From an optimization exercise on the open Yosys and OpenROAD flow, aimed at small area and a short achievable clock period; shortcuts taken in it are not production practice. The RTL was checked by simulation tests, not by an equivalence proof against the original design. Power and IR drop assume default switching activity.

==> inputs of 12-14 <==
// mips
module mips(
    input rst,
    input clk,
    input wire[31:0] ins_input,
    output wire[31:0] addr_output,
    input wire[31:0] ram_data,
    output wire[31:0] ram_addr_output,
    output wire ram_write_enabler_output,
    output wire[3:0] ram_select_output,
    output wire[31:0] ram_data_output,
    output wire ram_enabler
    );
    localparam [3:0] M_NONE = 4'b0000,
                     M_LB   = 4'b0001, M_LBU = 4'b0010, M_LH  = 4'b0011,
                     M_LHU  = 4'b0100, M_LW  = 4'b0101, M_LWL = 4'b0110,
                     M_LWR  = 4'b0111,
                     M_SB   = 4'b1001, M_SH  = 4'b1010, M_SW  = 4'b1011,
                     M_SWL  = 4'b1110, M_SWR = 4'b1111;
    reg [31:0] m_data;    
    reg         ce;
    reg         ce_d;
    reg  [31:0] pc_a, pc_b;
    reg         pc_sel;
    reg         pc_msel;    
    wire [31:0] pc = pc_msel ? m_data : pc_sel ? pc_a : pc_b;
    wire [29:0] pc_inc;
    wire        pc_inc_co;
    mips_bk30 pcinc0(.a(pc[31:2]), .b(30'd0), .ci(1'b1), .s(pc_inc), .co(pc_inc_co));
    wire [31:0] pc_plus4 = {pc_inc, pc[1:0]};
    wire        br_taken;
    wire [31:0] pc_next_a, pc_next_b;
    wire        pc_next_sel;
    wire        pc_next_msel;
    always @(posedge clk) begin
        ce   <= ~rst;
        ce_d <= ce;
        pc_a   <= pc_next_a;
        pc_b   <= pc_next_b;
        pc_sel <= pc_next_sel;
        pc_msel <= pc_next_msel;
    end
    assign addr_output = pc;
    reg [31:0] id_ins;
    always @(posedge clk) id_ins <= ins_input;
    reg [31:0] x_a, x_b;
    reg [15:0] x_off;
    reg [4:0]  x_dest;
    reg        x_wr, x_delay, x_ovf, x_sub, x_mem, x_movn, x_movz;
    reg [3:0]  x_memop;
    reg        x_and, x_or, x_xor, x_nor, x_passa, x_passb, x_sum, x_slt, x_sltu;
    reg        x_cl, x_clinv, x_mul, x_hi, x_lo, x_sh, x_shl, x_sha;
    reg        x_mult, x_mthi, x_mtlo;
    reg [15:0] x_bone, x_btwo;
    reg [31:0] m_st;
    reg [3:0]  m_memop;
  ...
clock: 17.0 ns
lec_check: 0
abc_area: 1
cap_margin: 35
core_margin: 2
core_utilization: 45
cts_cluster_diameter: 70
cts_cluster_size: 28
slew_margin: 20
standard.sh (not shown) runs the stock make flow with config.mk's settings and CLKGATE_MAP_FILE= SYNTH_SCRIPT=/design/flow/synth_recipe.tcl, a recipe that flattens the netlist after the stock synthesis.
==> flow/flow/run.sh <==
#!/bin/bash
# Own flow: the standard layout (standard.sh, unchanged synthesis and steps), with one
# change to clock tree synthesis: no dummy loads are inserted to balance the leaf buffers
# (they only add cell area here). Sink clustering and repair are as in the standard flow,
# with the cluster size/diameter of config.mk. All tool output goes to flow.log here;
# ORFS's per-step logs stay under orfs/logs.
set -euo pipefail
export CTS_ARGS="-sink_clustering_enable -repair_clock_nets -sink_clustering_size 28 -sink_clustering_max_diameter 70 -dont_use_dummy_load"
bash standard.sh finish > flow.log 2>&1
==> 12-16: changes against 12-14 <==
--- a/flow/design.v
+++ b/flow/design.v
@@ -2719,59 +2719,52 @@
     localparam [3:0] M_NONE = 4'b0000,
                      M_LB   = 4'b0001, M_LBU = 4'b0010, M_LH  = 4'b0011,
                      M_LHU  = 4'b0100, M_LW  = 4'b0101, M_LWL = 4'b0110,
                      M_LWR  = 4'b0111,
                      M_SB   = 4'b1001, M_SH  = 4'b1010, M_SW  = 4'b1011,
                      M_SWL  = 4'b1110, M_SWR = 4'b1111;
-    reg [31:0] m_data;    
     reg         ce;
     reg         ce_d;
-    reg  [31:0] pc_a, pc_b;
-    reg         pc_sel;
-    reg         pc_msel;    
-    wire [31:0] pc = pc_msel ? m_data : pc_sel ? pc_a : pc_b;
+    reg  [31:0] pc;
     wire [29:0] pc_inc;
     wire        pc_inc_co;
     mips_bk30 pcinc0(.a(pc[31:2]), .b(30'd0), .ci(1'b1), .s(pc_inc), .co(pc_inc_co));
     wire [31:0] pc_plus4 = {pc_inc, pc[1:0]};
     wire        br_taken;
-    wire [31:0] pc_next_a, pc_next_b;
-    wire        pc_next_sel;
-    wire        pc_next_msel;
+    wire [31:0] br_target;
     always @(posedge clk) begin
         ce   <= ~rst;
         ce_d <= ce;
-        pc_a   <= pc_next_a;
-        pc_b   <= pc_next_b;
-        pc_sel <= pc_next_sel;
-        pc_msel <= pc_next_msel;
+        if (!ce)
+            pc <= 32'd0;
+        else if (br_taken)
+            pc <= br_target;
+        else
+            pc <= pc_plus4;
     end
     assign addr_output = pc;
     reg [31:0] id_ins;
     always @(posedge clk) id_ins <= ins_input;
     reg [31:0] x_a, x_b;
     reg [15:0] x_off;
     reg [4:0]  x_dest;
-    reg        x_wr, x_delay, x_ovf, x_sub, x_mem, x_movn, x_movz;
+    reg        x_wr, x_delay, x_ovf, x_sub, x_mem;
     reg [3:0]  x_memop;
     reg        x_and, x_or, x_xor, x_nor, x_passa, x_passb, x_sum, x_slt, x_sltu;
     reg        x_cl, x_clinv, x_mul, x_hi, x_lo, x_sh, x_shl, x_sha;
     reg        x_mult, x_mthi, x_mtlo;
     reg [15:0] x_bone, x_btwo;
-    reg [31:0] m_st;
+    reg [31:0] m_data, m_st;
     reg [3:0]  m_memop;
     reg [4:0]  m_dest;
     reg        m_wr;
     reg [31:0] w_data;
     reg [4:0]  w_dest;
     reg        w_wr;
-    reg [31:0] hi_a, hi_b, lo;    
-    reg        hi_c;
+    reg [31:0] hi, lo;
     wire [31:0] ex_res;
-    wire b_z = (x_b == 32'd0);
-    wire x_wr_e = x_wr | (x_movn & ~b_z) | (x_movz & b_z);
     wire [31:0] ex_nm;
     wire [63:0] mul_ra, mul_rb;
     wire        ex_wr_f;
     wire [31:0] mem_w;
     wire [31:0] rfv [0:31];
     assign rfv[0] = 32'd0;
@@ -2888,60 +2881,45 @@
     wire f1_z   = ex_wr_f & ex_load & ex_eq1;
     wire f2_z   = ex_wr_f & ex_load & ex_eq2;
     wire mem_m1 = m_wr & (m_dest == rs);
     wire mem_m2 = m_wr & (m_dest == rt);
     wire wb_m1  = w_wr & (w_dest == rs) & (rs != 5'd0);
     wire wb_m2  = w_wr & (w_dest == rt) & (rt != 5'd0) & re1;
-    wire [31:0] e1 = (mem_m1 & ~f1_z) ? mem_w : f1_z ? 32'd0 : wb_m1 ? w_data : rfv[rs];
-    wire [31:0] e2 = (mem_m2 & ~f2_z) ? mem_w : f2_z ? 32'd0 : wb_m2 ? w_data : rfv[rt];
+    wire [31:0] e1 = f1_z ? 32'd0 : mem_m1 ? mem_w : wb_m1 ? w_data : rfv[rs];
+    wire [31:0] e2 = f2_z ? 32'd0 : mem_m2 ? mem_w : wb_m2 ? w_data : rfv[rt];
     wire [31:0] fwd1  = f1_ex ? ex_res : e1;
     wire [31:0] fwd2  = f2_ex ? ex_res : e2;
     wire [31:0] op1   = re1 ? fwd1 : imm1;
     wire [31:0] op2   = re2 ? fwd2 : imm2;
-    wire f1_exn = x_wr_e & ~ex_load & ex_eq1;
-    wire f2_exn = x_wr_e & ~ex_load & ex_eq2;
-    wire br_ex_cmp = (i_beq | i_bne) & (f1_ex ^ f2_ex);
-    wire br_ex_sgn = (i_bgtz | i_bgez | i_bgezal | i_bltz | i_bltzal) & f1_ex;
-    wire br_ex     = br_ex_cmp | br_ex_sgn;
-    wire br_ex_cmpn = (i_beq | i_bne) & (f1_exn ^ f2_exn);
-    wire br_ex_sgnn = (i_bgtz | i_bgez | i_bgezal | i_bltz | i_bltzal) & f1_exn;
-    wire [31:0] cmp_y = f1_exn ? (e2 & {32{~i_bgtz}}) : e1;
+    wire [31:0] cmp_y = f1_ex ? e2 : e1;
     wire [31:0] cs_a  = mul_ra[31:0];
     wire [31:0] cs_b  = mul_rb[31:0];
     wire [31:0] cs_c  = {(cs_a[30:0] & cs_b[30:0]) | ((cs_a[30:0] | cs_b[30:0]) & ~cmp_y[30:0]), 1'b0};
     wire cs_eq  = ~|(cs_a ^ cs_b ^ cmp_y ^ cs_c);
     wire nm_eq  = (ex_nm == cmp_y);
     wire ex_eq  = x_mul ? cs_eq : nm_eq;
-    wire ex_s   = ex_res[31];
-    wire ex_tk  = (br_ex_cmpn & (ex_eq ^ i_bne)) |
-                  (br_ex_sgnn & (((i_bgez | i_bgezal) & ~ex_s) | ((i_bltz | i_bltzal) & ex_s) |
-                                (i_bgtz & ~ex_s & ~ex_eq)));
-    wire eq_e   = (f1_ex & f2_ex) | (e1 == e2);
-    wire e1_s   = e1[31];
-    wire e1_z   = (e1 == 32'd0);
-    wire tk_e   = i_j | i_jal | i_jr | i_jalr |
-                  (i_beq & eq_e) | (i_bne & ~eq_e) |
-                  (i_bgtz & ~e1_s & ~e1_z) |
-                  ((i_bgez | i_bgezal) & ~e1_s) |
-                  ((i_bltz | i_bltzal) & e1_s);
-    assign br_taken = br_ex ? ex_tk : tk_e;
+    wire op_eq  = (f1_ex & f2_ex) ? 1'b1 : (f1_ex | f2_ex) ? ex_eq : (e1 == e2);
+    wire op1_z  = (op1 == 32'd0);
+    assign br_taken = i_j | i_jal | i_jr | i_jalr |
+                      (i_beq & op_eq) | (i_bne & ~op_eq) |
+                      (i_bgtz & ~op1[31] & ~op1_z) |
+                      ((i_bgez | i_bgezal) & ~op1[31]) |
+                      ((i_bltz | i_bltzal) & op1[31]);
     wire [29:0] br_sum;
     wire        br_co;
     mips_bk30 bradd0(.a(pc4[31:2]), .b({{14{imm16[15]}}, imm16}), .ci(1'b0), .s(br_sum), .co(br_co));
     wire [31:0] br_off = {br_sum, pc4[1:0]};
-    wire [31:0] br_target = (i_j | i_jal) ? {pc4[31:28], id_ins[25:0], 2'b00} :
-                            (i_jr | i_jalr) ? e1 : br_off;
-    assign pc_next_a   = {32{ce}} & br_target;
-    assign pc_next_b   = {32{ce}} & pc_plus4;
-    assign pc_next_sel = br_taken;
-    assign pc_next_msel = (i_jr | i_jalr) & f1_ex;
+    assign br_target = (i_j | i_jal) ? {pc4[31:28], id_ins[25:0], 2'b00} :
+                       (i_jr | i_jalr) ? op1 : br_off;
+    wire op2_z = (op2 == 32'd0);
     wire d_wr = i_ori | i_andi | i_xori | i_lui | i_addi | i_addiu | i_slti | i_sltiu |
                 i_jal | i_load | i_bgezal | i_bltzal |
                 i_and | i_or | i_xor | i_nor | i_srl | i_sra | i_sllv | i_srlv | i_srav |
                 i_sync | i_mfhi | i_mflo | i_add | i_addu | i_sub | i_subu | i_slt | i_sltu |
-                i_jalr | i_sll | i_clz | i_clo | i_mul;
+                i_jalr | i_sll | i_clz | i_clo | i_mul |
+                (i_movn & ~op2_z) | (i_movz & op2_z);
     wire [4:0] d_dest = (i_ori | i_andi | i_xori | i_lui | i_addi | i_addiu | i_slti | i_sltiu | i_load) ? rt :
                         (i_jal | i_bgezal | i_bltzal) ? 5'd31 : rd;
     wire [3:0] d_memop = i_lb  ? M_LB  : i_lbu ? M_LBU : i_lh  ? M_LH  : i_lhu ? M_LHU :
                          i_lw  ? M_LW  : i_lwl ? M_LWL : i_lwr ? M_LWR :
                          i_sb  ? M_SB  : i_sh  ? M_SH  : i_sw  ? M_SW  :
                          i_swl ? M_SWL : i_swr ? M_SWR : M_NONE;
@@ -2957,14 +2935,12 @@
     always @(posedge clk) begin
         x_a     <= op1;
         x_b     <= op2;
         x_off   <= imm16;
         x_dest  <= d_dest;
         x_wr    <= d_wr;
-        x_movn  <= i_movn;
-        x_movz  <= i_movz;
         x_delay <= br_taken;
         x_ovf   <= i_add | i_addi | i_sub;
         x_sub   <= i_sub | i_subu | i_slt | i_slti | i_sltu | i_sltiu;
         x_mem   <= i_load | i_store;
         x_memop <= d_memop;
         x_and   <= i_and | i_andi;
@@ -3023,15 +2999,16 @@
     generate
         for (bi = 0; bi < 16; bi = bi + 1) begin : BN
             assign b_neg[bi] = b[2*bi+1];
         end
     endgenerate
     wire [32:0] prod_lo = {1'b0, mul_ra[31:0]} + {1'b0, mul_rb[31:0]};
-    wire [31:0] hi;
-    wire        hi_co;
-    mips_bk32l hiadd0(.a(hi_a), .b(hi_b), .ci(hi_c), .s(hi), .co(hi_co));
+    wire [31:0] prod_hi;
+    wire        prod_co;
+    mips_bk32l mulhi0(.a(mul_ra[63:32]), .b(mul_rb[63:32]), .ci(prod_lo[32]), .s(prod_hi), .co(prod_co));
+    wire [63:0] prod = {prod_hi, prod_lo[31:0]};
     mips_mul32s mul0(.a(a), .bone(x_bone), .btwo(x_btwo), .bneg(b_neg), .ra(mul_ra), .rb(mul_rb));
     assign ex_nm = ({32{x_and}}   & (a & b)) |
                     ({32{x_or}}    & (a | b)) |
                     ({32{x_xor}}   & (a ^ b)) |
                     ({32{x_nor}}   & ~(a | b)) |
                     ({32{x_passa}} & a) |
@@ -3039,22 +3016,19 @@
                     ({32{x_sum | x_mem}} & sum) |
                     {31'd0, (x_slt & lt_s) | (x_sltu & lt_u)} |
                     ({32{x_cl}}    & {26'd0, cl_res}) |
                     ({32{x_hi}}    & hi) |
                     ({32{x_lo}}    & lo) |
                     ({32{x_sh}}    & sh_res);
-    assign ex_res = ex_nm | ({32{x_mul}} & prod_lo[31:0]);
-    assign ex_wr_f = x_wr_e & ~(x_ovf & ovf);
+    assign ex_res = ex_nm | ({32{x_mul}} & prod[31:0]);
+    assign ex_wr_f = x_wr & ~(x_ovf & ovf);
     always @(posedge clk) begin
-        if (rst | x_mult | x_mthi) begin
-            hi_a <= x_mult ? mul_ra[63:32] : a;
-            hi_b <= {32{x_mult}} & mul_rb[63:32];
-            hi_c <= x_mult & prod_lo[32];
-        end
+        if (rst | x_mult | x_mthi)
+            hi <= x_mult ? prod[63:32] : a;
         if (rst | x_mult | x_mtlo)
-            lo <= x_mult ? prod_lo[31:0] : a;
+            lo <= x_mult ? prod[31:0] : a;
     end
     always @(posedge clk) begin
         m_data  <= ex_res;
         m_st    <= b;
         m_memop <= x_memop;
         m_dest  <= x_dest;
==> flow/run.sh (new file) <==
#!/bin/bash
# synth_recipe.tcl (not shown) runs the flow's synth.tcl, then flattens the netlist and writes it again
# the make line also repeats each setting of config.mk as NAME=value (left out here)
make -C /OpenROAD-flow-scripts/flow DESIGN_CONFIG=/design/flow/config.mk WORK_HOME=/design/flow/orfs CLKGATE_MAP_FILE= SYNTH_SCRIPT=/design/flow/synth_recipe.tcl finish
- CTS_CLUSTER_DIAMETER: 70 -> 60
- CTS_CLUSTER_SIZE: 28 -> 20
removed: flow/flow/run.sh
removed: flow/standard.sh
==> 08-15: changes against 12-14 <==
==> flow/run.sh (new file) <==
#!/bin/bash
# synth_recipe.tcl (not shown) runs the flow's synth.tcl, then flattens the netlist and writes it again
# the make line also repeats each setting of config.mk as NAME=value (left out here)
make -C /OpenROAD-flow-scripts/flow DESIGN_CONFIG=/design/flow/config.mk WORK_HOME=/design/flow/orfs CLKGATE_MAP_FILE= SYNTH_SCRIPT=/design/flow/synth_recipe.tcl finish
- CTS_CLUSTER_DIAMETER: 70 -> 60
- CTS_CLUSTER_SIZE: 28 -> 20
removed: flow/flow/run.sh
removed: flow/standard.sh
==> flow_summary_export.csv <==
group,metric,value,unit
run_status,status,"no timing/DRC/antenna violations",
grt,grt_pass1_vias,86220,
sta,skew,68.87,ps
detailed_routing,dr_wl_met3,63430,microns
layout,final_common_cell,"o22ai_1",
pwr,p_sw,5.051,mW
worst_setup_path,reg2reg_to,"x_btwo[15]",
That was 08-15.
==> flow_summary_export.csv <==
group,metric,value,unit
detailed_routing,dr_wl_met3,63320,microns
run_status,status,"no timing/DRC/antenna violations",
sta,skew,174.4,ps
pwr,p_sw,4.652,mW
sta,final-max-slew-violation-count,0,
layout,final_common_cell,"o22ai_1",
That was 12-14.
==> flow_summary_export.csv <==
group,metric,value,unit
run_status,status,"no timing/DRC/antenna violations",
layout,final_common_cell,"nand2_1",
detailed_routing,dr_wl_met3,65300,microns
sta,skew,79.45,ps
That was 12-16.

==> separate check: timing with driven ports <==
Ports are ideal in the flow. The routed layouts listed here were re-timed in OpenROAD.
Step 1 sets driving cells, clkbuf_16 on the clock port and buf_2 on the other inputs (assumed; they add their load-dependent delay and slew).
Step 2 also shifts input and output timing later by t, the mid clock arrival at the registers, as if the neighbouring blocks saw the same clock.
Three values: no drivers, after step 1, after step 2; two values: the first two.
| run | shift t [ns] | setup WS [ns] | latest minus earliest clock arrival (ns) | pins driven straight from the clock port |
|---|---|---|---|---|
| 12-14 | 0.899 | 8.740 / 8.740 / 8.223 | 0.185 / 0.185 | 1 |
| 12-16 | 0.927 | 6.898 / 6.898 / 6.041 | 0.083 / 0.083 | 1 |
| 08-15 | 0.945 | 8.800 / 8.800 / 8.282 | 0.070 / 0.070 | 1 |
After both steps every run listed still meets setup and hold. The setup slack of 12-16, which loses most, moves by 0.000 ns with the drivers and by -0.857 ns with both steps.
